This is an optimization exercise on Yosys and OpenROAD, whose aim is small area, a short achievable clock period and few clock cycles per item, not a production implementation. Where RTL was checked, it was by simulation tests only, not by an equivalence proof against the original. The RTL of run 2 was laid out without a check of its function.

==> flow/design.v (outline; a module is shown in full before it is edited, if it fits) <==
// module mul_tree: 1212 lines
// module fa: 4 lines
// module ha: 4 lines
// module bpp: 5 lines
// module ao22: 3 lines
// module proc: 235 lines
// module addsub32: 25 lines
module proc(
    i_clk    ,
    i_rstn   ,
    i_en     ,
    i_grant_rd  ,
    i_grant_wr  ,
    i_valid  ,
    i_instr ,
    i_data ,
    o_addr  ,
    o_finish ,
    o_req_rd,
    o_req_wr,
    o_ack    ,
    o_data   ,
    o_wr_size ,
    o_busy
);
  // ...
==> flow/flow/run.sh <==
#!/bin/bash
# Own flow: the standard ORFS flow (standard.sh, unchanged synthesis), with
#  - the port buffers made as sky130_fd_sc_hd__buf_1 instead of the default delay buffer,
#  - timing repair (floorplan, CTS, global route) aiming at extra setup slack,
#  - clock tree synthesis without dummy loads.
# The make output goes to make.log; ORFS writes each step's log under orfs/logs/.
set -euo pipefail
export BUFFER_PORTS_ARGS="-buffer_cell sky130_fd_sc_hd__buf_1"
export SETUP_SLACK_MARGIN=7.3
export CTS_ARGS="-sink_clustering_enable -repair_clock_nets -sink_clustering_size 8 -sink_clustering_max_diameter 40 -buf_list {sky130_fd_sc_hd__clkbuf_4} -dont_use_dummy_load -root_buf sky130_fd_sc_hd__clkbuf_16"
bash standard.sh > make.log 2>&1
==> flow/standard.sh <==
#!/bin/bash
# synth_recipe.tcl (not shown) runs the flow's synth.tcl, then flattens the netlist and writes it again
# the make line also repeats each setting of config.mk as NAME=value (left out here)
make -C /OpenROAD-flow-scripts/flow DESIGN_CONFIG=/design/flow/config.mk WORK_HOME=/design/flow/orfs CLKGATE_MAP_FILE= SYNTH_SCRIPT=/design/flow/synth_recipe.tcl "${@:-finish}"
==> flow/config.mk <==
export PLATFORM = sky130hd
export DESIGN_NAME = proc
export DESIGN_NICKNAME = proc
export VERILOG_FILES = /design/flow/design.v
export SDC_FILE = /design/flow/constraint.sdc
export NUM_CORES = 4
export LEC_CHECK = 0
export CAP_MARGIN = 20
export CORE_MARGIN = 2
export CORE_UTILIZATION = 65
export SLEW_MARGIN = 20
export SYNTH_HIERARCHICAL = 1
==> flow/constraint.sdc <==
create_clock -name core_clock -period 11.0 [get_ports {i_clk}]
set_input_delay 2.2000 -clock core_clock [delete_from_list [all_inputs] [get_ports {i_clk}]]
set_output_delay 2.2000 -clock core_clock [all_outputs]
set_load 0.01 [all_outputs]
==> key figures, run 1 <==
Clock network
  – CTS Hold Buffers Added: 0
  – CTS resizes: between 200 and 250
  – Num CTS Buffers: 112

Routing
  – DRC Markers: 0
  – DR WL met2: around 63 mm
  – Met3 wire length: ~13 mm

Die
  – Die footprint: roughly 66,000 µm²
  – Num ports: 320

Timing
  – Period utilisation layout: 0.354
  – Setup Viol. Count Final: 0
  – WHS: between 300 and 400 ps
  – Number of hold violations in the final report: 0
  – Fin crit period: just under 4000 ps
  – Final worst setup slack: a little over 7000 ps

Critical path
  – Reg2Reg Launch Point: op[0]
  – Number of cells on the critical path: 13
  – Slowest stage delay, CP: around 380 ps
  – Arrival time at the worst endpoint: ~4400 ps
  – Kind of critical path: input pin to register
  – Critical-path cell list: buf_6 -> ha_4 -> a21o_1 -> a21o_1 -> a22oi_2 -> nand3_4 -> a221oi_4 -> buf_12 -> buf_6 -> o31ai_2 -> xnor2_1 -> a22oi_1 -> o21ai_1
  – FF-to-FF End: rreg[126]

Final layout
  – Storage cell area: approximately 13,000 µm²
  – Sequential cell count: between 600 and 700
  – Invs w/o clock: 200
  – Area growth, synth to finish: 15.1%
  – N_diodes: 10
  – Leading cell type in the layout, fill and taps excluded: dfxtp_1
  – Multi-input combinational area share: 0.597
  – Share of cells above drive strength 1: 0.183

Status
  – Outcome: finished clean

Worst hold path
  – WHS Endpoint: s0_a[13]

Global route
  – Number of global-route vias before repair: approximately 34k
  – Largest net degree at the start of global routing: 69
  – Global route total overflow: 0

Yosys
  – Cells after synthesis: 4,217
Testbench counts, summed over its fixed seeds: cycles 21,430, items 15,905.
==> module proc, before the edit <==
module proc(
    i_clk    ,
    i_rstn   ,
    i_en     ,
    i_grant_rd  ,
    i_grant_wr  ,
    i_valid  ,
    i_instr ,
    i_data ,
    o_addr  ,
    o_finish ,
    o_req_rd,
    o_req_wr,
    o_ack    ,
    o_data   ,
    o_wr_size ,
    o_busy
);
    input  [25:0] i_instr;
    input i_clk  ;
    input i_rstn ;
    input i_en   ;
    input i_grant_rd ;
    input i_grant_wr ;
    input i_valid ;
    output o_finish;
    output o_req_rd;
    output o_req_wr;
    output o_busy;
    output o_ack ;
    output [23:0] o_addr ;
    output [2:0] o_wr_size;
    input  [127:0] i_data  ;
    output [127:0] o_data;
    localparam INSTR_LD    = 2'd0;
    localparam INSTR_INFO  = 2'd1;
    localparam INSTR_STORE = 2'd2;
    wire [1:0]  opc     = i_instr[25:24];
    wire [23:0] payload = i_instr[23:0];
    reg busy_r, fin_r, ack_r;
    reg s_ld1, s_ld2, s_info, s_store;    
    reg run;                              
    reg rq_rd, rq_wr;                     
    reg rb;                               
    reg rdperm;                           
    reg rd_done;                          
    reg [1:0] inflight;                   
    reg rfull;                            
    reg seq_act;                          
    reg [1:0] seq_lane;                   
    reg s0_v, s1_v;                       
    reg [1:0] s0_lane, s1_lane;
    reg [23:0] addr_a, addr_b, addr_w;
    reg [23:0] oaddr;                     
    reg [2:0]  wsz;                       
    reg [19:0] rcnt;                      
    reg        rfrac;                     
    reg [2:0]  wsz_last;                  
    reg [1:0]  op;
    reg [127:0] areg;                     
    reg [127:0] rreg;                     
    reg [127:32] breg;                    
    reg [31:0]  s0_a;                     
    reg [15:0]  s0_one, s0_two, s0_neg;   
    reg [31:0]  s1_r0, s1_r1, s1_r2;      
    reg [2:0]   s1_r3;                    
    wire is_mul = (op == 2'd2);
    wire is_sub = op[0];
    wire acc_ld1   = s_ld1   & i_valid & (opc == INSTR_LD);
    wire acc_ld2   = s_ld2   & i_valid & (opc == INSTR_LD);
    wire acc_info  = s_info  & i_valid & (opc == INSTR_INFO);
    wire acc_store = s_store & i_valid & (opc == INSTR_STORE);
    wire rd_g = rq_rd & i_grant_rd;
    wire wr_g = rq_wr & i_grant_wr;
    wire commit  = s1_v & ~(s1_lane == 2'd0 & rfull & ~wr_g);
    wire replay  = s1_v & ~commit;
    wire commit0 = commit & (s1_lane == 2'd0);
    wire commit3 = commit & (s1_lane == 2'd3);
    wire confirm    = is_mul ? commit0 : rb;           
    wire complete   = (rb & ~is_mul) | commit3;        
    wire rfull_nx   = (rfull & ~wr_g) | complete;
    wire rdperm_nx  = (rdperm & ~rd_g) | (is_mul ? (commit0 | replay) : wr_g);
    wire rz = (rcnt == 20'd0);
    wire r1 = (rcnt == 20'd1);
    wire rlast = rfrac ? rz : (rz | r1);               
    wire rd_done_nx = rd_done | (confirm & rlast);
    wire [1:0] inflight_nx = inflight + {1'b0, confirm} - {1'b0, wr_g};
    wire wlast = rd_done & (inflight == 2'd1);         
    wire fin_now = wr_g & wlast;
    wire wr_nx = ~fin_now & rfull_nx & ~rd_g;
    wire rd_nx = ~fin_now & ~wr_nx & ~rd_done_nx & rdperm_nx & ~rd_g;
    wire shift_a = (rb & is_mul) | (seq_act & (seq_lane != 2'd3));
    always @(posedge i_clk or negedge i_rstn) begin
        if (!i_rstn) begin
            busy_r <= 1'b0; fin_r <= 1'b0; ack_r <= 1'b0;
            s_ld1 <= 1'b0; s_ld2 <= 1'b0; s_info <= 1'b0; s_store <= 1'b0;
            run <= 1'b0; rq_rd <= 1'b0; rq_wr <= 1'b0; rb <= 1'b0;
            rdperm <= 1'b0; rd_done <= 1'b0; inflight <= 2'd0; rfull <= 1'b0;
            seq_act <= 1'b0; seq_lane <= 2'd0;
            s0_v <= 1'b0; s0_lane <= 2'd0; s1_v <= 1'b0; s1_lane <= 2'd0;
        end else begin
            ack_r <= acc_ld1 | acc_ld2 | acc_info | acc_store;
            if (!busy_r && i_en) begin
                busy_r <= 1'b1;
                s_ld1  <= 1'b1;
            end
            if (acc_ld1)  begin s_ld1  <= 1'b0; s_ld2   <= 1'b1; end
            if (acc_ld2)  begin s_ld2  <= 1'b0; s_info  <= 1'b1; end
            if (acc_info) begin s_info <= 1'b0; s_store <= 1'b1; end
            if (acc_store) begin
                s_store  <= 1'b0;
                run      <= 1'b1;
                rq_rd    <= 1'b1;
                rdperm   <= 1'b1;
                rd_done  <= 1'b0;
                inflight <= 2'd0;
                rfull    <= 1'b0;
            end
            if (run) begin
                rq_rd    <= rd_nx;
                rq_wr    <= wr_nx;
                rb       <= rd_g;
                rdperm   <= rdperm_nx;
                rd_done  <= rd_done_nx;
                rfull    <= rfull_nx;
                inflight <= inflight_nx;
                if (fin_now) begin
                    run   <= 1'b0;
                    fin_r <= 1'b1;
                end
            end
            if (fin_r & i_valid) begin
                fin_r  <= 1'b0;
                busy_r <= 1'b0;
            end
            s1_v    <= s0_v & ~replay;
            s1_lane <= s0_lane;
            if (replay) begin
                s0_v <= 1'b0;
                seq_act <= 1'b0;
            end else if (rb & is_mul) begin
                s0_v <= 1'b1; s0_lane <= 2'd0;
                seq_act <= 1'b1; seq_lane <= 2'd1;
            end else if (seq_act) begin
                s0_v <= 1'b1; s0_lane <= seq_lane;
                seq_lane <= seq_lane + 2'd1;
                if (seq_lane == 2'd3) seq_act <= 1'b0;
            end else begin
                s0_v <= 1'b0;
            end
        end
    end
    wire [31:0] ld_a = areg[31:0];
    wire [31:0] ld_b = rb ? i_data[31:0] : breg[63:32];
    wire [32:0] bx = {ld_b, 1'b0};
    reg [15:0] enc_one, enc_two, enc_neg;
    integer ej;
    always @(*) begin
        for (ej = 0; ej < 16; ej = ej + 1) begin
            enc_one[ej] = bx[2*ej+1] ^ bx[2*ej];
            enc_two[ej] = (bx[2*ej+2] & ~bx[2*ej+1] & ~bx[2*ej]) | (~bx[2*ej+2] & bx[2*ej+1] & bx[2*ej]);
            enc_neg[ej] = bx[2*ej+2];
        end
    end
    wire [31:0] t_r0, t_r1, t_r2, t_r3, t_r4, t_r5;
    mul_tree u_mul (.a(s0_a), .one(s0_one), .two(s0_two), .neg(s0_neg), .r0(t_r0), .r1(t_r1), .r2(t_r2),
                    .r3(t_r3), .r4(t_r4), .r5(t_r5));
    wire [31:0] prod = s1_r0 + s1_r1 + s1_r2 + {^s1_r3, 31'd0};
    wire [127:0] addsub;
    genvar gi;
    generate
        for (gi = 0; gi < 4; gi = gi + 1) begin : g_as
            addsub32 u_as (.a(areg[32*gi +: 32]), .b(i_data[32*gi +: 32]), .sub(is_sub),
                           .y(addsub[32*gi +: 32]));
        end
    endgenerate
    wire       ld_add = rb & ~is_mul;
    wire [3:0] ld_mul = {4{commit}} & {s1_lane == 2'd3, s1_lane == 2'd2, s1_lane == 2'd1, s1_lane == 2'd0};
    wire [3:0] keep   = ~(ld_mul | {4{ld_add}});
    wire [127:0] rreg_nx;
    generate
        for (gi = 0; gi < 4; gi = gi + 1) begin : g_r
            assign rreg_nx[32*gi +: 32] = ({32{keep[gi]}} & rreg[32*gi +: 32])
                                        | ({32{ld_add}} & addsub[32*gi +: 32])
                                        | ({32{ld_mul[gi]}} & prod);
        end
    endgenerate
    wire [23:0] addr_a_nx = confirm ? addr_a + 24'd128 : addr_a;
    wire [23:0] addr_w_nx = wr_g ? addr_w + 24'd128 : addr_w;
    wire [23:0] oaddr_nx  = rd_g ? addr_b : (wr_nx ? addr_w_nx : addr_a_nx);
    wire [2:0]  wsz_nx    = (rd_done_nx & inflight_nx == 2'd1) ? wsz_last : 3'd4;
    wire        hold_a = ~s_ld1 & ~confirm;
    wire        hold_b = ~s_ld2 & ~confirm;
    wire        hold_w = ~s_store & ~wr_g;
    wire        hold_c = ~s_info & ~confirm;
    wire [23:0] addr_a_d = ({24{s_ld1}} & payload) | ({24{confirm}} & (addr_a + 24'd128)) | ({24{hold_a}} & addr_a);
    wire [23:0] addr_b_d = ({24{s_ld2}} & payload) | ({24{confirm}} & (addr_b + 24'd128)) | ({24{hold_b}} & addr_b);
    wire [23:0] addr_w_d = ({24{s_store}} & payload) | ({24{wr_g}} & (addr_w + 24'd128)) | ({24{hold_w}} & addr_w);
    wire [19:0] rcnt_d   = ({20{s_info}} & payload[23:4]) | ({20{confirm}} & (rcnt - 20'd1)) | ({20{hold_c}} & rcnt);
    always @(posedge i_clk) begin
        addr_a <= addr_a_d;
        addr_b <= addr_b_d;
        addr_w <= addr_w_d;
        rcnt   <= rcnt_d;
        oaddr  <= run ? oaddr_nx : addr_a;
        if (s_info) begin
            rfrac    <= |payload[3:2];
            wsz_last <= (payload[3:2] != 2'd0) ? {1'b0, payload[3:2]}
                                               : ((payload[23:4] == 20'd0) ? 3'd0 : 3'd4);
            op       <= payload[1:0];
        end
        if (run) wsz <= wsz_nx;
        areg[127:96] <= i_data[127:96];
        areg[95:0]   <= shift_a ? areg[127:32] : i_data[95:0];
        breg[127:96] <= i_data[127:96];
        breg[95:32]  <= rb ? i_data[95:32] : breg[127:64];
        s0_a   <= ld_a;
        s0_one <= enc_one;
        s0_two <= enc_two;
        s0_neg <= enc_neg;
        s1_r0 <= t_r0;
        s1_r1 <= t_r1;
        s1_r2 <= t_r2;
        s1_r3 <= {t_r5[31], t_r4[31], t_r3[31]};
        rreg <= rreg_nx;
    end
    assign o_busy    = busy_r;
    assign o_finish  = fin_r;
    assign o_ack     = ack_r;
    assign o_req_rd  = rq_rd;
    assign o_req_wr  = rq_wr;
    assign o_data    = rreg;
    assign o_addr    = oaddr;
    assign o_wr_size = wsz;
endmodule
==> inputs of run 2 (changes only) <==
--- a/flow/design.v
+++ b/flow/design.v
@@ -1,9 +1,9 @@
-module mul_tree(input [31:0] a, input [15:0] one, input [15:0] two, input [15:0] neg, output [31:0] r0, r1, r2, r3, r4, r5);
+module mul_tree(input [31:0] a, input [15:0] one, input [15:0] two, input [15:0] neg, output [31:0] r0, r1, r2, r3, r4, r5, r6);
 wire p1;
 wire p2;
 wire p3;
 wire p4;
 wire p5;
 wire p6;
 wire p7;
 wire p8;
@@ -604,82 +604,27 @@
 wire s603;
 wire c604;
 wire s605;
 wire c606;
 wire s607;
 wire c608;
 wire s609;
 wire c610;
-wire s611;
-wire c612;
-wire s613;
-wire c614;
-wire s615;
-wire c616;
-wire s617;
-wire c618;
-wire s619;
-wire c620;
-wire s621;
-wire c622;
-wire s623;
-wire c624;
-wire s625;
-wire c626;
-wire s627;
-wire c628;
-wire s629;
-wire c630;
-wire s631;
-wire c632;
-wire s633;
-wire c634;
-wire s635;
-wire c636;
-wire s637;
-wire c638;
-wire s639;
-wire c640;
-wire s641;
-wire c642;
-wire s643;
-wire c644;
-wire s645;
-wire c646;
-wire s647;
-wire c648;
-wire s649;
-wire c650;
-wire s651;
-wire c652;
-wire s653;
-wire c654;
-wire s655;
-wire c656;
-wire s657;
-wire c658;
-wire s659;
-wire c660;
-wire s661;
-wire c662;
-wire s663;
-wire c664;
-wire x665;
-wire x666;
-wire x667;
-wire x668;
-wire x669;
-wire x670;
-wire x671;
-wire x672;
-wire x673;
-wire x674;
-wire x675;
-wire x676;
+wire x611;
+wire x612;
+wire x613;
+wire x614;
+wire x615;
+wire x616;
+wire x617;
+wire x618;
+wire x619;
+wire x620;
+wire x621;
 wire one0 = one[0];
 wire two0 = two[0];
 wire neg0 = neg[0];
 bpp u_p1(.a1(a[0]), .a0(1'b0), .one(one0), .two(two0), .neg(neg0), .p(p1));
 bpp u_p2(.a1(a[1]), .a0(a[0]), .one(one0), .two(two0), .neg(neg0), .p(p2));
 bpp u_p3(.a1(a[2]), .a0(a[1]), .one(one0), .two(two0), .neg(neg0), .p(p3));
 bpp u_p4(.a1(a[3]), .a0(a[2]), .one(one0), .two(two0), .neg(neg0), .p(p4));
 bpp u_p5(.a1(a[4]), .a0(a[3]), .one(one0), .two(two0), .neg(neg0), .p(p5));
@@ -990,230 +935,203 @@
 bpp u_p268(.a1(a[1]), .a0(a[0]), .one(one14), .two(two14), .neg(neg14), .p(p268));
 bpp u_p269(.a1(a[2]), .a0(a[1]), .one(one14), .two(two14), .neg(neg14), .p(p269));
 bpp u_p270(.a1(a[3]), .a0(a[2]), .one(one14), .two(two14), .neg(neg14), .p(p270));
 wire one15 = one[15];
 wire two15 = two[15];
 wire neg15 = neg[15];
 bpp u_p271(.a1(a[0]), .a0(1'b0), .one(one15), .two(two15), .neg(neg15), .p(p271));
 bpp u_p272(.a1(a[1]), .a0(a[0]), .one(one15), .two(two15), .neg(neg15), .p(p272));
-ha u_s273(.a(neg2), .b(p35), .s(s273), .co(c274));
-ha u_s275(.a(p36), .b(p6), .s(s275), .co(c276));
-fa u_s277(.a(neg3), .b(p37), .c(p65), .s(s277), .co(c278));
-ha u_s279(.a(p7), .b(p91), .s(s279), .co(c280));
-fa u_s281(.a(p38), .b(p66), .c(p8), .s(s281), .co(c282));
-ha u_s283(.a(p92), .b(c280), .s(s283), .co(c284));
-fa u_s285(.a(neg4), .b(p117), .c(p39), .s(s285), .co(c286));
-fa u_s287(.a(p67), .b(p9), .c(p93), .s(s287), .co(c288));
-ha u_s289(.a(c282), .b(c284), .s(s289), .co(c290));
-fa u_s291(.a(p10), .b(p118), .c(p40), .s(s291), .co(c292));
-fa u_s293(.a(p68), .b(p94), .c(c286), .s(s293), .co(c294));
-ha u_s295(.a(c288), .b(s291), .s(s295), .co(c296));
-fa u_s297(.a(neg5), .b(p11), .c(p119), .s(s297), .co(c298));
-fa u_s299(.a(p141), .b(p41), .c(p69), .s(s299), .co(c300));
-fa u_s301(.a(p95), .b(c292), .c(s297), .s(s301), .co(c302));
-ha u_s303(.a(s299), .b(c296), .s(s303), .co(c304));
-fa u_s305(.a(p12), .b(p120), .c(p142), .s(s305), .co(c306));
-fa u_s307(.a(p42), .b(p70), .c(p96), .s(s307), .co(c308));
-fa u_s309(.a(c298), .b(c300), .c(s305), .s(s309), .co(c310));
-ha u_s311(.a(s307), .b(c302), .s(s311), .co(c312));
-fa u_s313(.a(neg6), .b(p121), .c(p13), .s(s313), .co(c314));
-fa u_s315(.a(p143), .b(p163), .c(p43), .s(s315), .co(c316));
-fa u_s317(.a(p71), .b(p97), .c(c306), .s(s317), .co(c318));
-fa u_s319(.a(c308), .b(s313), .c(s315), .s(s319), .co(c320));
-ha u_s321(.a(c310), .b(s317), .s(s321), .co(c322));
-fa u_s323(.a(p122), .b(p14), .c(p144), .s(s323), .co(c324));
-fa u_s325(.a(p164), .b(p44), .c(p72), .s(s325), .co(c326));
-fa u_s327(.a(p98), .b(c314), .c(c316), .s(s327), .co(c328));
-fa u_s329(.a(s323), .b(s325), .c(c318), .s(s329), .co(c330));
-ha u_s331(.a(c320), .b(s327), .s(s331), .co(c332));
-fa u_s333(.a(neg7), .b(p123), .c(p145), .s(s333), .co(c334));
-fa u_s335(.a(p15), .b(p165), .c(p183), .s(s335), .co(c336));
-fa u_s337(.a(p45), .b(p73), .c(p99), .s(s337), .co(c338));
-fa u_s339(.a(c324), .b(c326), .c(s333), .s(s339), .co(c340));
-fa u_s341(.a(s335), .b(s337), .c(c328), .s(s341), .co(c342));
-ha u_s343(.a(s339), .b(c332), .s(s343), .co(c344));
-fa u_s345(.a(p100), .b(p124), .c(p146), .s(s345), .co(c346));
-fa u_s347(.a(p16), .b(p166), .c(p184), .s(s347), .co(c348));
-fa u_s349(.a(p46), .b(p74), .c(c334), .s(s349), .co(c350));
-fa u_s351(.a(c336), .b(c338), .c(s345), .s(s351), .co(c352));
-fa u_s353(.a(s347), .b(c340), .c(s349), .s(s353), .co(c354));
-ha u_s355(.a(s351), .b(c342), .s(s355), .co(c356));
-fa u_s357(.a(neg8), .b(p101), .c(p125), .s(s357), .co(c358));
-fa u_s359(.a(p147), .b(p167), .c(p17), .s(s359), .co(c360));
-fa u_s361(.a(p185), .b(p201), .c(p47), .s(s361), .co(c362));
-fa u_s363(.a(p75), .b(c346), .c(c348), .s(s363), .co(c364));
-fa u_s365(.a(s357), .b(s359), .c(s361), .s(s365), .co(c366));
-fa u_s367(.a(c350), .b(c352), .c(s363), .s(s367), .co(c368));
-ha u_s369(.a(s365), .b(c354), .s(s369), .co(c370));
-fa u_s371(.a(p102), .b(p126), .c(p148), .s(s371), .co(c372));
-fa u_s373(.a(p168), .b(p18), .c(p186), .s(s373), .co(c374));
-fa u_s375(.a(p202), .b(p48), .c(p76), .s(s375), .co(c376));
-fa u_s377(.a(c358), .b(c360), .c(c362), .s(s377), .co(c378));
-fa u_s379(.a(s371), .b(s373), .c(s375), .s(s379), .co(c380));
-fa u_s381(.a(c364), .b(c366), .c(s377), .s(s381), .co(c382));
-ha u_s383(.a(s379), .b(c368), .s(s383), .co(c384));
-fa u_s385(.a(neg9), .b(p103), .c(p127), .s(s385), .co(c386));
-fa u_s387(.a(p149), .b(p169), .c(p187), .s(s387), .co(c388));
-fa u_s389(.a(p19), .b(p203), .c(p217), .s(s389), .co(c390));
-fa u_s391(.a(p49), .b(p77), .c(c372), .s(s391), .co(c392));
-fa u_s393(.a(c374), .b(c376), .c(s385), .s(s393), .co(c394));
-fa u_s395(.a(s387), .b(s389), .c(c378), .s(s395), .co(c396));
-fa u_s397(.a(c380), .b(s391), .c(s393), .s(s397), .co(c398));
-ha u_s399(.a(c382), .b(s395), .s(s399), .co(c400));
-fa u_s401(.a(p104), .b(p128), .c(p150), .s(s401), .co(c402));
-fa u_s403(.a(p170), .b(p188), .c(p20), .s(s403), .co(c404));
-fa u_s405(.a(p204), .b(p218), .c(p50), .s(s405), .co(c406));
-fa u_s407(.a(p78), .b(c386), .c(c388), .s(s407), .co(c408));
-fa u_s409(.a(c390), .b(s401), .c(s403), .s(s409), .co(c410));
-fa u_s411(.a(s405), .b(c392), .c(c394), .s(s411), .co(c412));
-fa u_s413(.a(s407), .b(s409), .c(c396), .s(s413), .co(c414));
-ha u_s415(.a(s411), .b(c398), .s(s415), .co(c416));
-fa u_s417(.a(neg10), .b(p105), .c(p129), .s(s417), .co(c418));
-fa u_s419(.a(p151), .b(p171), .c(p189), .s(s419), .co(c420));
-fa u_s421(.a(p205), .b(p21), .c(p219), .s(s421), .co(c422));
-fa u_s423(.a(p231), .b(p51), .c(p79), .s(s423), .co(c424));
-fa u_s425(.a(c402), .b(c404), .c(c406), .s(s425), .co(c426));
-fa u_s427(.a(s417), .b(s419), .c(s421), .s(s427), .co(c428));
-fa u_s429(.a(s423), .b(c408), .c(c410), .s(s429), .co(c430));
-fa u_s431(.a(s425), .b(s427), .c(c412), .s(s431), .co(c432));
-ha u_s433(.a(s429), .b(c416), .s(s433), .co(c434));
-fa u_s435(.a(p106), .b(p130), .c(p152), .s(s435), .co(c436));
-fa u_s437(.a(p172), .b(p190), .c(p206), .s(s437), .co(c438));
-fa u_s439(.a(p22), .b(p220), .c(p232), .s(s439), .co(c440));
-fa u_s441(.a(p52), .b(p80), .c(c418), .s(s441), .co(c442));
-fa u_s443(.a(c420), .b(c422), .c(c424), .s(s443), .co(c444));
-fa u_s445(.a(s435), .b(s437), .c(s439), .s(s445), .co(c446));
-fa u_s447(.a(c426), .b(c428), .c(s441), .s(s447), .co(c448));
-fa u_s449(.a(s443), .b(s445), .c(c430), .s(s449), .co(c450));
-ha u_s451(.a(s447), .b(c432), .s(s451), .co(c452));
-fa u_s453(.a(neg11), .b(p107), .c(p131), .s(s453), .co(c454));
-fa u_s455(.a(p153), .b(p173), .c(p191), .s(s455), .co(c456));
-fa u_s457(.a(p207), .b(p221), .c(p23), .s(s457), .co(c458));
-fa u_s459(.a(p233), .b(p243), .c(p53), .s(s459), .co(c460));
-fa u_s461(.a(p81), .b(c436), .c(c438), .s(s461), .co(c462));
-fa u_s463(.a(c440), .b(s453), .c(s455), .s(s463), .co(c464));
-fa u_s465(.a(s457), .b(s459), .c(c442), .s(s465), .co(c466));
-fa u_s467(.a(c444), .b(c446), .c(s461), .s(s467), .co(c468));
-fa u_s469(.a(s463), .b(c448), .c(s465), .s(s469), .co(c470));
-ha u_s471(.a(s467), .b(c450), .s(s471), .co(c472));
-fa u_s473(.a(p108), .b(p132), .c(p154), .s(s473), .co(c474));
-fa u_s475(.a(p174), .b(p192), .c(p208), .s(s475), .co(c476));
-fa u_s477(.a(p222), .b(p234), .c(p24), .s(s477), .co(c478));
-fa u_s479(.a(p244), .b(p54), .c(p82), .s(s479), .co(c480));
-fa u_s481(.a(c454), .b(c456), .c(c458), .s(s481), .co(c482));
-fa u_s483(.a(c460), .b(s473), .c(s475), .s(s483), .co(c484));
-fa u_s485(.a(s477), .b(s479), .c(c462), .s(s485), .co(c486));
-fa u_s487(.a(c464), .b(s481), .c(s483), .s(s487), .co(c488));
-fa u_s489(.a(c466), .b(c468), .c(s485), .s(s489), .co(c490));
-ha u_s491(.a(s487), .b(c470), .s(s491), .co(c492));
-fa u_s493(.a(neg12), .b(p109), .c(p133), .s(s493), .co(c494));
-fa u_s495(.a(p155), .b(p175), .c(p193), .s(s495), .co(c496));
-fa u_s497(.a(p209), .b(p223), .c(p235), .s(s497), .co(c498));
-fa u_s499(.a(p245), .b(p25), .c(p253), .s(s499), .co(c500));
-fa u_s501(.a(p55), .b(p83), .c(c474), .s(s501), .co(c502));
-fa u_s503(.a(c476), .b(c478), .c(c480), .s(s503), .co(c504));
-fa u_s505(.a(s493), .b(s495), .c(s497), .s(s505), .co(c506));
-fa u_s507(.a(s499), .b(c482), .c(c484), .s(s507), .co(c508));
-fa u_s509(.a(s501), .b(s503), .c(s505), .s(s509), .co(c510));
-fa u_s511(.a(c486), .b(s507), .c(c488), .s(s511), .co(c512));
-ha u_s513(.a(s509), .b(c490), .s(s513), .co(c514));
-fa u_s515(.a(p110), .b(p134), .c(p156), .s(s515), .co(c516));
-fa u_s517(.a(p176), .b(p194), .c(p210), .s(s517), .co(c518));
-fa u_s519(.a(p224), .b(p236), .c(p246), .s(s519), .co(c520));
-fa u_s521(.a(p254), .b(p26), .c(p56), .s(s521), .co(c522));
-fa u_s523(.a(p84), .b(c494), .c(c496), .s(s523), .co(c524));
-fa u_s525(.a(c498), .b(c500), .c(s515), .s(s525), .co(c526));
-fa u_s527(.a(s517), .b(s519), .c(s521), .s(s527), .co(c528));
-fa u_s529(.a(c502), .b(c504), .c(c506), .s(s529), .co(c530));
-fa u_s531(.a(s523), .b(s525), .c(s527), .s(s531), .co(c532));
-fa u_s533(.a(c508), .b(s529), .c(c510), .s(s533), .co(c534));
-ha u_s535(.a(s531), .b(c512), .s(s535), .co(c536));
-fa u_s537(.a(neg13), .b(p111), .c(p135), .s(s537), .co(c538));
-fa u_s539(.a(p157), .b(p177), .c(p195), .s(s539), .co(c540));
-fa u_s541(.a(p211), .b(p225), .c(p237), .s(s541), .co(c542));
-fa u_s543(.a(p247), .b(p255), .c(p261), .s(s543), .co(c544));
-fa u_s545(.a(p27), .b(p57), .c(p85), .s(s545), .co(c546));
-fa u_s547(.a(c516), .b(c518), .c(c520), .s(s547), .co(c548));
-fa u_s549(.a(c522), .b(s537), .c(s539), .s(s549), .co(c550));
-fa u_s551(.a(s541), .b(s543), .c(s545), .s(s551), .co(c552));
-fa u_s553(.a(c524), .b(c526), .c(c528), .s(s553), .co(c554));
-fa u_s555(.a(s547), .b(s549), .c(s551), .s(s555), .co(c556));
-fa u_s557(.a(c530), .b(s553), .c(c532), .s(s557), .co(c558));
-ha u_s559(.a(s555), .b(c534), .s(s559), .co(c560));
-fa u_s561(.a(p112), .b(p136), .c(p158), .s(s561), .co(c562));
-fa u_s563(.a(p178), .b(p196), .c(p212), .s(s563), .co(c564));
-fa u_s565(.a(p226), .b(p238), .c(p248), .s(s565), .co(c566));
-fa u_s567(.a(p256), .b(p262), .c(p28), .s(s567), .co(c568));
-fa u_s569(.a(p58), .b(p86), .c(c538), .s(s569), .co(c570));
-fa u_s571(.a(c540), .b(c542), .c(c544), .s(s571), .co(c572));
-fa u_s573(.a(c546), .b(s561), .c(s563), .s(s573), .co(c574));
-fa u_s575(.a(s565), .b(s567), .c(c548), .s(s575), .co(c576));
-fa u_s577(.a(c550), .b(c552), .c(s569), .s(s577), .co(c578));
-fa u_s579(.a(s571), .b(s573), .c(c554), .s(s579), .co(c580));
-fa u_s581(.a(s575), .b(s577), .c(c556), .s(s581), .co(c582));
-ha u_s583(.a(s579), .b(c558), .s(s583), .co(c584));
-fa u_s585(.a(neg14), .b(p113), .c(p137), .s(s585), .co(c586));
-fa u_s587(.a(p159), .b(p179), .c(p197), .s(s587), .co(c588));
-fa u_s589(.a(p213), .b(p227), .c(p239), .s(s589), .co(c590));
-fa u_s591(.a(p249), .b(p257), .c(p263), .s(s591), .co(c592));
-fa u_s593(.a(p267), .b(p29), .c(p59), .s(s593), .co(c594));
-fa u_s595(.a(p87), .b(c562), .c(c564), .s(s595), .co(c596));
-fa u_s597(.a(c566), .b(c568), .c(s585), .s(s597), .co(c598));
-fa u_s599(.a(s587), .b(s589), .c(s591), .s(s599), .co(c600));
-fa u_s601(.a(s593), .b(c570), .c(c572), .s(s601), .co(c602));
-fa u_s603(.a(c574), .b(s595), .c(s597), .s(s603), .co(c604));
-fa u_s605(.a(s599), .b(c576), .c(c578), .s(s605), .co(c606));
-fa u_s607(.a(s601), .b(s603), .c(c580), .s(s607), .co(c608));
-ha u_s609(.a(s605), .b(c582), .s(s609), .co(c610));
-fa u_s611(.a(p114), .b(p138), .c(p160), .s(s611), .co(c612));
-fa u_s613(.a(p180), .b(p198), .c(p214), .s(s613), .co(c614));
-fa u_s615(.a(p228), .b(p240), .c(p250), .s(s615), .co(c616));
-fa u_s617(.a(p258), .b(p264), .c(p268), .s(s617), .co(c618));
-fa u_s619(.a(p30), .b(p60), .c(p88), .s(s619), .co(c620));
-fa u_s621(.a(c586), .b(c588), .c(c590), .s(s621), .co(c622));
-fa u_s623(.a(c592), .b(c594), .c(s611), .s(s623), .co(c624));
-fa u_s625(.a(s613), .b(s615), .c(s617), .s(s625), .co(c626));
-fa u_s627(.a(s619), .b(c596), .c(c598), .s(s627), .co(c628));
-fa u_s629(.a(c600), .b(s621), .c(s623), .s(s629), .co(c630));
-fa u_s631(.a(s625), .b(c602), .c(s627), .s(s631), .co(c632));
-fa u_s633(.a(c604), .b(s629), .c(c606), .s(s633), .co(c634));
-ha u_s635(.a(s631), .b(c610), .s(s635), .co(c636));
-fa u_s637(.a(neg15), .b(p115), .c(p139), .s(s637), .co(c638));
-fa u_s639(.a(p161), .b(p181), .c(p199), .s(s639), .co(c640));
-fa u_s641(.a(p215), .b(p229), .c(p241), .s(s641), .co(c642));
-fa u_s643(.a(p251), .b(p259), .c(p265), .s(s643), .co(c644));
-fa u_s645(.a(p269), .b(p271), .c(p31), .s(s645), .co(c646));
-fa u_s647(.a(p61), .b(p89), .c(c612), .s(s647), .co(c648));
-fa u_s649(.a(c614), .b(c616), .c(c618), .s(s649), .co(c650));
-fa u_s651(.a(c620), .b(s637), .c(s639), .s(s651), .co(c652));
-fa u_s653(.a(s641), .b(s643), .c(s645), .s(s653), .co(c654));
-fa u_s655(.a(c622), .b(c624), .c(c626), .s(s655), .co(c656));
-fa u_s657(.a(s647), .b(s649), .c(s651), .s(s657), .co(c658));
-fa u_s659(.a(s653), .b(c628), .c(s655), .s(s659), .co(c660));
-fa u_s661(.a(c630), .b(s657), .c(c632), .s(s661), .co(c662));
-ha u_s663(.a(s659), .b(c634), .s(s663), .co(c664));
-assign x665 = p116 ^ p140 ^ p162;
-assign x666 = p182 ^ p200 ^ p216;
-assign x667 = p230 ^ p242 ^ p252;
-assign x668 = p260 ^ p266 ^ p270;
-assign x669 = p272 ^ p32 ^ p62;
-assign x670 = p90 ^ c638 ^ c640;
-assign x671 = c642 ^ c644 ^ c646;
-assign x672 = x665 ^ x666 ^ x667;
-assign x673 = x668 ^ x669 ^ c648;
-assign x674 = c650 ^ x670 ^ x671;
-assign x675 = x672 ^ c652 ^ c654;
-assign x676 = x673 ^ x674 ^ c656;
-assign r0 = {x675, c636, c608, c584, s581, s557, s533, s511, s489, s469, s449, c414, c400, s397, s381, s367, c344, c330, c322, s319, c304, c294, c290, s285, c278, c276, p64, p5, p34, neg1, p2, neg0};
-assign r1 = {c658, s661, s633, s609, c560, c536, c514, c492, c472, c452, c434, s431, s415, c384, c370, c356, s353, s341, s331, c312, s309, s301, s295, s287, s281, s279, c274, p63, p4, p3, 1'b0, p1};
-assign r2 = {x676, s663, s635, s607, s583, s559, s535, s513, s491, s471, s451, s433, s413, s399, s383, s369, s355, s343, s329, s321, s311, s303, s293, s289, s283, s277, s275, s273, 1'b0, p33, 1'b0, 1'b0};
-assign r3 = {c660, 1'b0, 1'b0, 1'b0, 1'b0, 1'b0, 1'b0, 1'b0, 1'b0, 1'b0, 1'b0, 1'b0, 1'b0, 1'b0, 1'b0, 1'b0, 1'b0, 1'b0, 1'b0, 1'b0, 1'b0, 1'b0, 1'b0, 1'b0, 1'b0, 1'b0, 1'b0, 1'b0, 1'b0, 1'b0, 1'b0, 1'b0};
-assign r4 = {c662, 1'b0, 1'b0, 1'b0, 1'b0, 1'b0, 1'b0, 1'b0, 1'b0, 1'b0, 1'b0, 1'b0, 1'b0, 1'b0, 1'b0, 1'b0, 1'b0, 1'b0, 1'b0, 1'b0, 1'b0, 1'b0, 1'b0, 1'b0, 1'b0, 1'b0, 1'b0, 1'b0, 1'b0, 1'b0, 1'b0, 1'b0};
-assign r5 = {c664, 1'b0, 1'b0, 1'b0, 1'b0, 1'b0, 1'b0, 1'b0, 1'b0, 1'b0, 1'b0, 1'b0, 1'b0, 1'b0, 1'b0, 1'b0, 1'b0, 1'b0, 1'b0, 1'b0, 1'b0, 1'b0, 1'b0, 1'b0, 1'b0, 1'b0, 1'b0, 1'b0, 1'b0, 1'b0, 1'b0, 1'b0};
+ha u_s273(.a(neg3), .b(p37), .s(s273), .co(c274));
+ha u_s275(.a(p38), .b(p66), .s(s275), .co(c276));
+fa u_s277(.a(neg4), .b(p117), .c(p39), .s(s277), .co(c278));
+ha u_s279(.a(p67), .b(p9), .s(s279), .co(c280));
+fa u_s281(.a(p10), .b(p118), .c(p40), .s(s281), .co(c282));
+ha u_s283(.a(p68), .b(p94), .s(s283), .co(c284));
+fa u_s285(.a(neg5), .b(p11), .c(p119), .s(s285), .co(c286));
+fa u_s287(.a(p141), .b(p41), .c(p69), .s(s287), .co(c288));
+ha u_s289(.a(p95), .b(c284), .s(s289), .co(c290));
+fa u_s291(.a(p12), .b(p120), .c(p142), .s(s291), .co(c292));
+fa u_s293(.a(p42), .b(p70), .c(p96), .s(s293), .co(c294));
+ha u_s295(.a(c286), .b(c288), .s(s295), .co(c296));
+fa u_s297(.a(neg6), .b(p121), .c(p13), .s(s297), .co(c298));
+fa u_s299(.a(p143), .b(p163), .c(p43), .s(s299), .co(c300));
+fa u_s301(.a(p71), .b(p97), .c(c292), .s(s301), .co(c302));
+ha u_s303(.a(c294), .b(s297), .s(s303), .co(c304));
+fa u_s305(.a(p122), .b(p14), .c(p144), .s(s305), .co(c306));
+fa u_s307(.a(p164), .b(p44), .c(p72), .s(s307), .co(c308));
+fa u_s309(.a(p98), .b(c298), .c(c300), .s(s309), .co(c310));
+ha u_s311(.a(s305), .b(s307), .s(s311), .co(c312));
+fa u_s313(.a(neg7), .b(p123), .c(p145), .s(s313), .co(c314));
+fa u_s315(.a(p15), .b(p165), .c(p183), .s(s315), .co(c316));
+fa u_s317(.a(p45), .b(p73), .c(p99), .s(s317), .co(c318));
+fa u_s319(.a(c306), .b(c308), .c(s313), .s(s319), .co(c320));
+ha u_s321(.a(s315), .b(s317), .s(s321), .co(c322));
+fa u_s323(.a(p100), .b(p124), .c(p146), .s(s323), .co(c324));
+fa u_s325(.a(p16), .b(p166), .c(p184), .s(s325), .co(c326));
+fa u_s327(.a(p46), .b(p74), .c(c314), .s(s327), .co(c328));
+fa u_s329(.a(c316), .b(c318), .c(s323), .s(s329), .co(c330));
+ha u_s331(.a(s325), .b(c322), .s(s331), .co(c332));
+fa u_s333(.a(neg8), .b(p101), .c(p125), .s(s333), .co(c334));
+fa u_s335(.a(p147), .b(p167), .c(p17), .s(s335), .co(c336));
+fa u_s337(.a(p185), .b(p201), .c(p47), .s(s337), .co(c338));
+fa u_s339(.a(p75), .b(c324), .c(c326), .s(s339), .co(c340));
+fa u_s341(.a(s333), .b(s335), .c(s337), .s(s341), .co(c342));
+ha u_s343(.a(c328), .b(c330), .s(s343), .co(c344));
+fa u_s345(.a(p102), .b(p126), .c(p148), .s(s345), .co(c346));
+fa u_s347(.a(p168), .b(p18), .c(p186), .s(s347), .co(c348));
+fa u_s349(.a(p202), .b(p48), .c(p76), .s(s349), .co(c350));
+fa u_s351(.a(c334), .b(c336), .c(c338), .s(s351), .co(c352));
+fa u_s353(.a(s345), .b(s347), .c(s349), .s(s353), .co(c354));
+ha u_s355(.a(c340), .b(c342), .s(s355), .co(c356));
+fa u_s357(.a(neg9), .b(p103), .c(p127), .s(s357), .co(c358));
+fa u_s359(.a(p149), .b(p169), .c(p187), .s(s359), .co(c360));
+fa u_s361(.a(p19), .b(p203), .c(p217), .s(s361), .co(c362));
+fa u_s363(.a(p49), .b(p77), .c(c346), .s(s363), .co(c364));
+fa u_s365(.a(c348), .b(c350), .c(s357), .s(s365), .co(c366));
+fa u_s367(.a(s359), .b(s361), .c(c352), .s(s367), .co(c368));
+ha u_s369(.a(c354), .b(s363), .s(s369), .co(c370));
+fa u_s371(.a(p104), .b(p128), .c(p150), .s(s371), .co(c372));
+fa u_s373(.a(p170), .b(p188), .c(p20), .s(s373), .co(c374));
+fa u_s375(.a(p204), .b(p218), .c(p50), .s(s375), .co(c376));
+fa u_s377(.a(p78), .b(c358), .c(c360), .s(s377), .co(c378));
+fa u_s379(.a(c362), .b(s371), .c(s373), .s(s379), .co(c380));
+fa u_s381(.a(s375), .b(c364), .c(c366), .s(s381), .co(c382));
+ha u_s383(.a(s377), .b(s379), .s(s383), .co(c384));
+fa u_s385(.a(neg10), .b(p105), .c(p129), .s(s385), .co(c386));
+fa u_s387(.a(p151), .b(p171), .c(p189), .s(s387), .co(c388));
+fa u_s389(.a(p205), .b(p21), .c(p219), .s(s389), .co(c390));
+fa u_s391(.a(p231), .b(p51), .c(p79), .s(s391), .co(c392));
+fa u_s393(.a(c372), .b(c374), .c(c376), .s(s393), .co(c394));
+fa u_s395(.a(s385), .b(s387), .c(s389), .s(s395), .co(c396));
+fa u_s397(.a(s391), .b(c378), .c(c380), .s(s397), .co(c398));
+ha u_s399(.a(s393), .b(s395), .s(s399), .co(c400));
+fa u_s401(.a(p106), .b(p130), .c(p152), .s(s401), .co(c402));
+fa u_s403(.a(p172), .b(p190), .c(p206), .s(s403), .co(c404));
+fa u_s405(.a(p22), .b(p220), .c(p232), .s(s405), .co(c406));
+fa u_s407(.a(p52), .b(p80), .c(c386), .s(s407), .co(c408));
+fa u_s409(.a(c388), .b(c390), .c(c392), .s(s409), .co(c410));
+fa u_s411(.a(s401), .b(s403), .c(s405), .s(s411), .co(c412));
+fa u_s413(.a(c394), .b(c396), .c(s407), .s(s413), .co(c414));
+ha u_s415(.a(s409), .b(s411), .s(s415), .co(c416));
+fa u_s417(.a(neg11), .b(p107), .c(p131), .s(s417), .co(c418));
+fa u_s419(.a(p153), .b(p173), .c(p191), .s(s419), .co(c420));
+fa u_s421(.a(p207), .b(p221), .c(p23), .s(s421), .co(c422));
+fa u_s423(.a(p233), .b(p243), .c(p53), .s(s423), .co(c424));
+fa u_s425(.a(p81), .b(c402), .c(c404), .s(s425), .co(c426));
+fa u_s427(.a(c406), .b(s417), .c(s419), .s(s427), .co(c428));
+fa u_s429(.a(s421), .b(s423), .c(c408), .s(s429), .co(c430));
+fa u_s431(.a(c410), .b(c412), .c(s425), .s(s431), .co(c432));
+ha u_s433(.a(s427), .b(c416), .s(s433), .co(c434));
+fa u_s435(.a(p108), .b(p132), .c(p154), .s(s435), .co(c436));
+fa u_s437(.a(p174), .b(p192), .c(p208), .s(s437), .co(c438));
+fa u_s439(.a(p222), .b(p234), .c(p24), .s(s439), .co(c440));
+fa u_s441(.a(p244), .b(p54), .c(p82), .s(s441), .co(c442));
+fa u_s443(.a(c418), .b(c420), .c(c422), .s(s443), .co(c444));
+fa u_s445(.a(c424), .b(s435), .c(s437), .s(s445), .co(c446));
+fa u_s447(.a(s439), .b(s441), .c(c426), .s(s447), .co(c448));
+fa u_s449(.a(c428), .b(s443), .c(s445), .s(s449), .co(c450));
+ha u_s451(.a(c430), .b(c432), .s(s451), .co(c452));
+fa u_s453(.a(neg12), .b(p109), .c(p133), .s(s453), .co(c454));
+fa u_s455(.a(p155), .b(p175), .c(p193), .s(s455), .co(c456));
+fa u_s457(.a(p209), .b(p223), .c(p235), .s(s457), .co(c458));
+fa u_s459(.a(p245), .b(p25), .c(p253), .s(s459), .co(c460));
+fa u_s461(.a(p55), .b(p83), .c(c436), .s(s461), .co(c462));
+fa u_s463(.a(c438), .b(c440), .c(c442), .s(s463), .co(c464));
+fa u_s465(.a(s453), .b(s455), .c(s457), .s(s465), .co(c466));
+fa u_s467(.a(s459), .b(c444), .c(c446), .s(s467), .co(c468));
+fa u_s469(.a(s461), .b(s463), .c(s465), .s(s469), .co(c470));
+ha u_s471(.a(c448), .b(s467), .s(s471), .co(c472));
+fa u_s473(.a(p110), .b(p134), .c(p156), .s(s473), .co(c474));
+fa u_s475(.a(p176), .b(p194), .c(p210), .s(s475), .co(c476));
+fa u_s477(.a(p224), .b(p236), .c(p246), .s(s477), .co(c478));
+fa u_s479(.a(p254), .b(p26), .c(p56), .s(s479), .co(c480));
+fa u_s481(.a(p84), .b(c454), .c(c456), .s(s481), .co(c482));
+fa u_s483(.a(c458), .b(c460), .c(s473), .s(s483), .co(c484));
+fa u_s485(.a(s475), .b(s477), .c(s479), .s(s485), .co(c486));
+fa u_s487(.a(c462), .b(c464), .c(c466), .s(s487), .co(c488));
+fa u_s489(.a(s481), .b(s483), .c(s485), .s(s489), .co(c490));
+ha u_s491(.a(c468), .b(s487), .s(s491), .co(c492));
+fa u_s493(.a(neg13), .b(p111), .c(p135), .s(s493), .co(c494));
+fa u_s495(.a(p157), .b(p177), .c(p195), .s(s495), .co(c496));
+fa u_s497(.a(p211), .b(p225), .c(p237), .s(s497), .co(c498));
+fa u_s499(.a(p247), .b(p255), .c(p261), .s(s499), .co(c500));
+fa u_s501(.a(p27), .b(p57), .c(p85), .s(s501), .co(c502));
+fa u_s503(.a(c474), .b(c476), .c(c478), .s(s503), .co(c504));
+fa u_s505(.a(c480), .b(s493), .c(s495), .s(s505), .co(c506));
+fa u_s507(.a(s497), .b(s499), .c(s501), .s(s507), .co(c508));
+fa u_s509(.a(c482), .b(c484), .c(c486), .s(s509), .co(c510));
+fa u_s511(.a(s503), .b(s505), .c(s507), .s(s511), .co(c512));
+ha u_s513(.a(c488), .b(s509), .s(s513), .co(c514));
+fa u_s515(.a(p112), .b(p136), .c(p158), .s(s515), .co(c516));
+fa u_s517(.a(p178), .b(p196), .c(p212), .s(s517), .co(c518));
+fa u_s519(.a(p226), .b(p238), .c(p248), .s(s519), .co(c520));
+fa u_s521(.a(p256), .b(p262), .c(p28), .s(s521), .co(c522));
+fa u_s523(.a(p58), .b(p86), .c(c494), .s(s523), .co(c524));
+fa u_s525(.a(c496), .b(c498), .c(c500), .s(s525), .co(c526));
+fa u_s527(.a(c502), .b(s515), .c(s517), .s(s527), .co(c528));
+fa u_s529(.a(s519), .b(s521), .c(c504), .s(s529), .co(c530));
+fa u_s531(.a(c506), .b(c508), .c(s523), .s(s531), .co(c532));
+fa u_s533(.a(s525), .b(s527), .c(c510), .s(s533), .co(c534));
+ha u_s535(.a(s529), .b(s531), .s(s535), .co(c536));
+fa u_s537(.a(neg14), .b(p113), .c(p137), .s(s537), .co(c538));
+fa u_s539(.a(p159), .b(p179), .c(p197), .s(s539), .co(c540));
+fa u_s541(.a(p213), .b(p227), .c(p239), .s(s541), .co(c542));
+fa u_s543(.a(p249), .b(p257), .c(p263), .s(s543), .co(c544));
+fa u_s545(.a(p267), .b(p29), .c(p59), .s(s545), .co(c546));
+fa u_s547(.a(p87), .b(c516), .c(c518), .s(s547), .co(c548));
+fa u_s549(.a(c520), .b(c522), .c(s537), .s(s549), .co(c550));
+fa u_s551(.a(s539), .b(s541), .c(s543), .s(s551), .co(c552));
+fa u_s553(.a(s545), .b(c524), .c(c526), .s(s553), .co(c554));
+fa u_s555(.a(c528), .b(s547), .c(s549), .s(s555), .co(c556));
+fa u_s557(.a(s551), .b(c530), .c(c532), .s(s557), .co(c558));
+ha u_s559(.a(s553), .b(s555), .s(s559), .co(c560));
+fa u_s561(.a(p114), .b(p138), .c(p160), .s(s561), .co(c562));
+fa u_s563(.a(p180), .b(p198), .c(p214), .s(s563), .co(c564));
+fa u_s565(.a(p228), .b(p240), .c(p250), .s(s565), .co(c566));
+fa u_s567(.a(p258), .b(p264), .c(p268), .s(s567), .co(c568));
+fa u_s569(.a(p30), .b(p60), .c(p88), .s(s569), .co(c570));
+fa u_s571(.a(c538), .b(c540), .c(c542), .s(s571), .co(c572));
+fa u_s573(.a(c544), .b(c546), .c(s561), .s(s573), .co(c574));
+fa u_s575(.a(s563), .b(s565), .c(s567), .s(s575), .co(c576));
+fa u_s577(.a(s569), .b(c548), .c(c550), .s(s577), .co(c578));
+fa u_s579(.a(c552), .b(s571), .c(s573), .s(s579), .co(c580));
+fa u_s581(.a(s575), .b(c554), .c(s577), .s(s581), .co(c582));
+ha u_s583(.a(c556), .b(s579), .s(s583), .co(c584));
+fa u_s585(.a(neg15), .b(p115), .c(p139), .s(s585), .co(c586));
+fa u_s587(.a(p161), .b(p181), .c(p199), .s(s587), .co(c588));
+fa u_s589(.a(p215), .b(p229), .c(p241), .s(s589), .co(c590));
+fa u_s591(.a(p251), .b(p259), .c(p265), .s(s591), .co(c592));
+fa u_s593(.a(p269), .b(p271), .c(p31), .s(s593), .co(c594));
+fa u_s595(.a(p61), .b(p89), .c(c562), .s(s595), .co(c596));
+fa u_s597(.a(c564), .b(c566), .c(c568), .s(s597), .co(c598));
+fa u_s599(.a(c570), .b(s585), .c(s587), .s(s599), .co(c600));
+fa u_s601(.a(s589), .b(s591), .c(s593), .s(s601), .co(c602));
+fa u_s603(.a(c572), .b(c574), .c(c576), .s(s603), .co(c604));
+fa u_s605(.a(s595), .b(s597), .c(s599), .s(s605), .co(c606));
+fa u_s607(.a(s601), .b(c578), .c(s603), .s(s607), .co(c608));
+ha u_s609(.a(c580), .b(s605), .s(s609), .co(c610));
+assign x611 = p116 ^ p140 ^ p162;
+assign x612 = p182 ^ p200 ^ p216;
+assign x613 = p230 ^ p242 ^ p252;
+assign x614 = p260 ^ p266 ^ p270;
+assign x615 = p272 ^ p32 ^ p62;
+assign x616 = p90 ^ c586 ^ c588;
+assign x617 = c590 ^ c592 ^ c594;
+assign x618 = x611 ^ x612 ^ x613;
+assign x619 = x614 ^ x615 ^ c596;
+assign x620 = c598 ^ x616 ^ x617;
+assign x621 = x618 ^ c600 ^ c602;
+assign r0 = {x619, c584, c560, c536, c512, c490, c470, c450, s447, c414, c400, c384, c370, s365, s351, s339, c320, c312, c304, s299, c290, c282, c280, p93, p8, p65, p36, neg2, p34, neg1, p2, neg0};
+assign r1 = {x620, s609, s583, s559, c514, s511, s489, s469, c434, s429, s415, s399, s383, c356, s353, c332, s327, s321, s311, c296, s291, s285, s283, c276, p92, p7, p6, p35, p4, p3, 1'b0, p1};
+assign r2 = {c604, c582, c558, c534, s535, c492, c472, c452, s449, s431, c398, c382, c368, s369, c344, s341, s329, c310, c302, s303, s293, s287, c278, s279, c274, p91, p64, p5, 1'b0, p33, 1'b0, 1'b0};
+assign r3 = {x621, s607, s581, s557, s533, s513, s491, s471, s451, s433, s413, s397, s381, s367, s355, s343, s331, s319, s309, s301, s295, s289, s281, s277, s275, s273, 1'b0, p63, 1'b0, 1'b0, 1'b0, 1'b0};
+assign r4 = {c606, 1'b0, 1'b0, 1'b0, 1'b0, 1'b0, 1'b0, 1'b0, 1'b0, 1'b0, 1'b0, 1'b0, 1'b0, 1'b0, 1'b0, 1'b0, 1'b0, 1'b0, 1'b0, 1'b0, 1'b0, 1'b0, 1'b0, 1'b0, 1'b0, 1'b0, 1'b0, 1'b0, 1'b0, 1'b0, 1'b0, 1'b0};
+assign r5 = {c610, 1'b0, 1'b0, 1'b0, 1'b0, 1'b0, 1'b0, 1'b0, 1'b0, 1'b0, 1'b0, 1'b0, 1'b0, 1'b0, 1'b0, 1'b0, 1'b0, 1'b0, 1'b0, 1'b0, 1'b0, 1'b0, 1'b0, 1'b0, 1'b0, 1'b0, 1'b0, 1'b0, 1'b0, 1'b0, 1'b0, 1'b0};
+assign r6 = {c608, 1'b0, 1'b0, 1'b0, 1'b0, 1'b0, 1'b0, 1'b0, 1'b0, 1'b0, 1'b0, 1'b0, 1'b0, 1'b0, 1'b0, 1'b0, 1'b0, 1'b0, 1'b0, 1'b0, 1'b0, 1'b0, 1'b0, 1'b0, 1'b0, 1'b0, 1'b0, 1'b0, 1'b0, 1'b0, 1'b0, 1'b0};
 endmodule
 module fa(input a, input b, input c, output s, output co);
   assign s = a ^ b ^ c;
   assign co = (a & b) | (a & c) | (b & c);
 endmodule
 module ha(input a, input b, output s, output co);
   assign s = a ^ b;
   assign co = a & b;
@@ -1285,18 +1203,18 @@
     reg        rfrac;                     
     reg [2:0]  wsz_last;                  
     reg [1:0]  op;
     reg [127:0] areg;                     
     reg [127:0] rreg;                     
     reg [127:32] breg;                    
     reg [31:0]  s0_a;                     
     reg [15:0]  s0_one, s0_two, s0_neg;   
-    reg [31:0]  s1_r0, s1_r1, s1_r2;      
-    reg [2:0]   s1_r3;                    
+    reg [31:0]  s1_r0, s1_r1, s1_r2, s1_r3;  
+    reg [2:0]   s1_rx;                    
     wire is_mul = (op == 2'd2);
     wire is_sub = op[0];
     wire acc_ld1   = s_ld1   & i_valid & (opc == INSTR_LD);
     wire acc_ld2   = s_ld2   & i_valid & (opc == INSTR_LD);
     wire acc_info  = s_info  & i_valid & (opc == INSTR_INFO);
     wire acc_store = s_store & i_valid & (opc == INSTR_STORE);
     wire rd_g = rq_rd & i_grant_rd;
     wire wr_g = rq_wr & i_grant_wr;
@@ -1385,20 +1303,20 @@
     integer ej;
     always @(*) begin
         for (ej = 0; ej < 16; ej = ej + 1) begin
             enc_one[ej] = bx[2*ej+1] ^ bx[2*ej];
             enc_two[ej] = (bx[2*ej+2] & ~bx[2*ej+1] & ~bx[2*ej]) | (~bx[2*ej+2] & bx[2*ej+1] & bx[2*ej]);
             enc_neg[ej] = bx[2*ej+2];
         end
     end
-    wire [31:0] t_r0, t_r1, t_r2, t_r3, t_r4, t_r5;
+    wire [31:0] t_r0, t_r1, t_r2, t_r3, t_r4, t_r5, t_r6;
     mul_tree u_mul (.a(s0_a), .one(s0_one), .two(s0_two), .neg(s0_neg), .r0(t_r0), .r1(t_r1), .r2(t_r2),
-                    .r3(t_r3), .r4(t_r4), .r5(t_r5));
-    wire [31:0] prod = s1_r0 + s1_r1 + s1_r2 + {^s1_r3, 31'd0};
+                    .r3(t_r3), .r4(t_r4), .r5(t_r5), .r6(t_r6));
+    wire [31:0] prod = s1_r0 + s1_r1 + s1_r2 + s1_r3 + {^s1_rx, 31'd0};
     wire [127:0] addsub;
     genvar gi;
     generate
         for (gi = 0; gi < 4; gi = gi + 1) begin : g_as
             addsub32 u_as (.a(areg[32*gi +: 32]), .b(i_data[32*gi +: 32]), .sub(is_sub),
                            .y(addsub[32*gi +: 32]));
         end
     endgenerate
@@ -1444,17 +1362,18 @@
         breg[95:32]  <= rb ? i_data[95:32] : breg[127:64];
         s0_a   <= ld_a;
         s0_one <= enc_one;
         s0_two <= enc_two;
         s0_neg <= enc_neg;
         s1_r0 <= t_r0;
         s1_r1 <= t_r1;
         s1_r2 <= t_r2;
-        s1_r3 <= {t_r5[31], t_r4[31], t_r3[31]};
+        s1_r3 <= t_r3;
+        s1_rx <= {t_r6[31], t_r5[31], t_r4[31]};
         rreg <= rreg_nx;
     end
     assign o_busy    = busy_r;
     assign o_finish  = fin_r;
     assign o_ack     = ack_r;
     assign o_req_rd  = rq_rd;
     assign o_req_wr  = rq_wr;
     assign o_data    = rreg;
==> flow/flow/run.sh (replaced) <==
#!/bin/bash
# Own flow: the standard ORFS flow (standard.sh, unchanged synthesis), with
#  - the port buffers made as sky130_fd_sc_hd__buf_1 instead of the default delay buffer,
#  - timing repair (floorplan, CTS, global route) aiming at extra setup slack,
#  - clock tree synthesis without dummy loads.
# The make output goes to make.log; ORFS writes each step's log under orfs/logs/.
set -euo pipefail
export BUFFER_PORTS_ARGS="-buffer_cell sky130_fd_sc_hd__buf_1"
export SETUP_SLACK_MARGIN=7.3
export CTS_ARGS="-sink_clustering_enable -repair_clock_nets -sink_clustering_size 8 -sink_clustering_max_diameter 40 -buf_list {sky130_fd_sc_hd__clkbuf_4} -dont_use_dummy_load"
bash standard.sh > make.log 2>&1
==> run 2 against run 1 <==
  * Cell area rose by 1.5%
  * Wire length rose by 2.0%
  * Register-to-register slack got worse by 340 ps
  * Critical endpoint is now rreg[18]
  * Cell count rose by 0.68%
==> key figures, run 2 <==
Die
  – Core area: between 60,000 and 70,000 µm²
  – Num ports: 320 (unchanged)
  – Die Height: around 260 µm
  – Chip width: about 260 µm
  – Initial Util: 0.655
  – Die footprint: 68,200 µm² (+2.6%)
  – Row cnt: 94

Critical path
  – CP max stage cell: fa_1
  – Worst setup EP type: register
  – Max Fanout on Critical Path: 4
  – Reg2Reg Depth: 16
  – Arrival time at the worst endpoint: 4970 ps (+590 ps)
  – Slowest stage delay, CP: 540 ps (+160 ps)
  – Critical-path cell list: inv_1 -> fa_1 -> inv_1 -> fa_1 -> ha_1 -> ha_4 -> nor2b_1 -> o21a_1 -> o211ai_1 -> buf_4 -> a21oi_4 -> or2_4 -> a311o_1 -> mux2i_4 -> buf_12 -> o21ai_1
  – Worst Setup Start Kind: register
  – FF-to-FF End: rreg[18]
  – Kind of critical path: register to register
  – Reg2reg setup slack: 6900 ps
  – Critical Path RT: between 10,000 and 15,000 ps
  – Reg2Reg Launch Point: s1_r0[4]

Final layout
  – Area growth, synth to finish: 13.9%
  – Max reg flops: 128
  – Non-filler instance count after layout: approximately 5.5k
  – Share of cells above drive strength 1: 0.212 (+0.0294)
  – Top Registers: rreg (128), areg (97), breg (95)
  – Post-route cell area: between 40,000 and 50,000 µm²
  – Nets: roughly 5.2k
  – Biggest register: rreg
  – Commonest cells after routing, fill and taps aside: dfxtp_1, xor2_1, a22o_1
  – Post-layout util: 0.746
  – Leading cell type in the layout, fill and taps excluded: dfxtp_1

Timing
  – RSZ-0062 raised after global routing: yes
  – Fmax: ~240 MHz
  – Setup Viol. Count Final: 0 (unchanged)
  – Worst slew margin: 0.248
  – Final worst setup slack: 6900 ps (-209 ps)
  – Worst Skew: slightly below 100 ps
  – Fin crit period: 4100 ps (+209 ps)
  – Worst-margin pin slew: around 1100 ps
  – WHS: 331 ps (-0.840 ps)
  – Number of hold violations in the final report: 0 (unchanged)
  – Final TNS setup: 0 ps
  – Period utilisation layout: 0.373 (+0.0190)
  – Pins Over Slew Limit: 0

Routing
  – Initial DRC count: 4,126
  – Iteration count of the initial detailed-routing pass: 13
  – DR vias/cell: about 6.4
  – Drt wl/cell: between 20 and 30 µm
  – Drt total wl: between 100 and 150 mm
  – Post-route ant nets: 0
  – DRC Markers: 0 (unchanged)
  – Routed vias: between 30k and 40k

Place
  – Port Buf Inserts: 319
  – Pre-CTS setup slack: between 5000 and 6000 ps
  – Dpl cells: ~5.3k
  – Dpl hpwl: ~96 mm
  – Gpl congestion: ~1
  – Post-DP Area: around 46,000 µm²

Global route
  – Global route total overflow: 0 (unchanged)
  – Number of global-route vias before repair: 34.1k (+0.34%)
  – First-pass GRT wire length: between 200 and 250 mm
  – Gr usage total: 0.401
  – Initial antenna violation count: 37
  – Largest net degree at the start of global routing: 72 (+4.3%)

Yosys
  – Synthesized area per cell: roughly 10 µm²
  – Post-Syn Area: around 43,000 µm²
  – Warnings, synthesis: 8
  – Cells after synthesis: 4,297 (+1.9%)

Worst hold path
  – HP Start: areg[0]
  – Hold Path Class: register to register
  – Hold path cells: 0
  – WHS Endpoint: s0_a[0]

Clock network
  – CTS Sinks: 681
  – H-tree levels: 3
  – Num CTS Buffers: 112 (unchanged)
  – Clk slew on worst S/H paths: roughly 90 ps
  – CTS tree: done
  – Max clock buf depth: 3
  – Clock root buffer: clkbuf_4
  – Skew-Pair Late Insertion Delay: around 950 ps

Flow run
  – Max Cap Viol: 0

Status
  – Outcome: finished clean
## run 2: changes by cell type in the layout (fill, tap and decap cells not counted), sizes merged, moves of 11 or more
| cell | before | now |
|---|---|---|
| buf | 478 | 440 |
| dfxtp | 615 | 647 |
| inv | 198 | 227 |
| xnor2 | 224 | 249 |
| nor2 | 123 | 145 |
| nand2 | 249 | 230 |
| o31ai | 21 | 4 |
| nand3 | 74 | 59 |
| diode | 10 | 24 |
| nand2b | 14 | 28 |
| o21ai | 256 | 242 |
| nor3 | 45 | 34 |
| o211a | 0 | 11 |
## run 2: worst max path at each step
stage	slack (ps)	depth (start not counted)	start	end
floorplan	6510	13	i_grant_wr	wsz[2]
global placement	6000	11	i_grant_wr	oaddr[23]
detailed placement	5930	11	i_grant_wr	oaddr[23]
CTS	6970	19	s1_r2[2]	rreg[26]
global route	6760	19	s1_r1[2]	rreg[26]
finish	6900	16	s1_r0[4]	rreg[18]
## run 2: worst max-delay path, delay by kind of cell, from the launching register on
kind	cells	cell delay (ps)
muxes	1	210
adders and majority gates	4	1660
and+or+nand+nor	2	390
buffers and inverters	4	450
AOI/OAI and AO/OA	5	990
DFF	1	320
## run 2: repair_timing
item                       CTS  global route
pin swaps                   70            64
setup endpoints to repair  285           126
resized for setup          383           104
hold buffers                 0             0
cloned                       3             2
setup buffers               36            22
## run 2: final cells by class
cell class / instances / area, µm²
multi-input cells: 3131 / 29200
fillers: 4801 / 16700
flip-flops and latches: 681 / 14000
repair buffers: 450 / 2880
well taps: 864 / 1080
inverters: 228 / 862
clock buffers: 112 / 841
diodes: 24 / 60.1
repair inverters: 1 / 5.00
## run 2: layer usage
metal  up-vias  part of all wire  global-route usage  wire length (µm)
li1      15700                 -                   -                 -
met1     16900              0.41               0.542             57400
met2      2121              0.43               0.591             60400
met3       535              0.12               0.115             16300
met4        30             0.048               0.196              6810
met5         -            0.0015                   0               209

==> port drivers added, routing unchanged <==
Ports are ideal in the flow. The routed layouts listed here were re-timed in OpenROAD. Step 1 assumes that a clkbuf_16 drives the clock port and a buf_2 every other input. Step 2 also shifts input and output timing later by t, the mid clock arrival at the registers, as if the neighbouring blocks saw the same clock. a / b / c = ideal / step 1 / step 2; a / b = the first two.
run	shift t [ns]	setup slack, ns	worst data-port slew with drivers (ns)	cell pins on the clock port's net
run 1	0.649	7.107 / 7.144 / 6.495	0.14	1
run 2	0.960	6.898 / 6.898 / 6.318	0.16	1
After both steps every run listed still meets setup and hold. For run 1, which loses most, drivers alone change the setup slack by +0.037 ns; drivers and shift together by -0.612 ns.
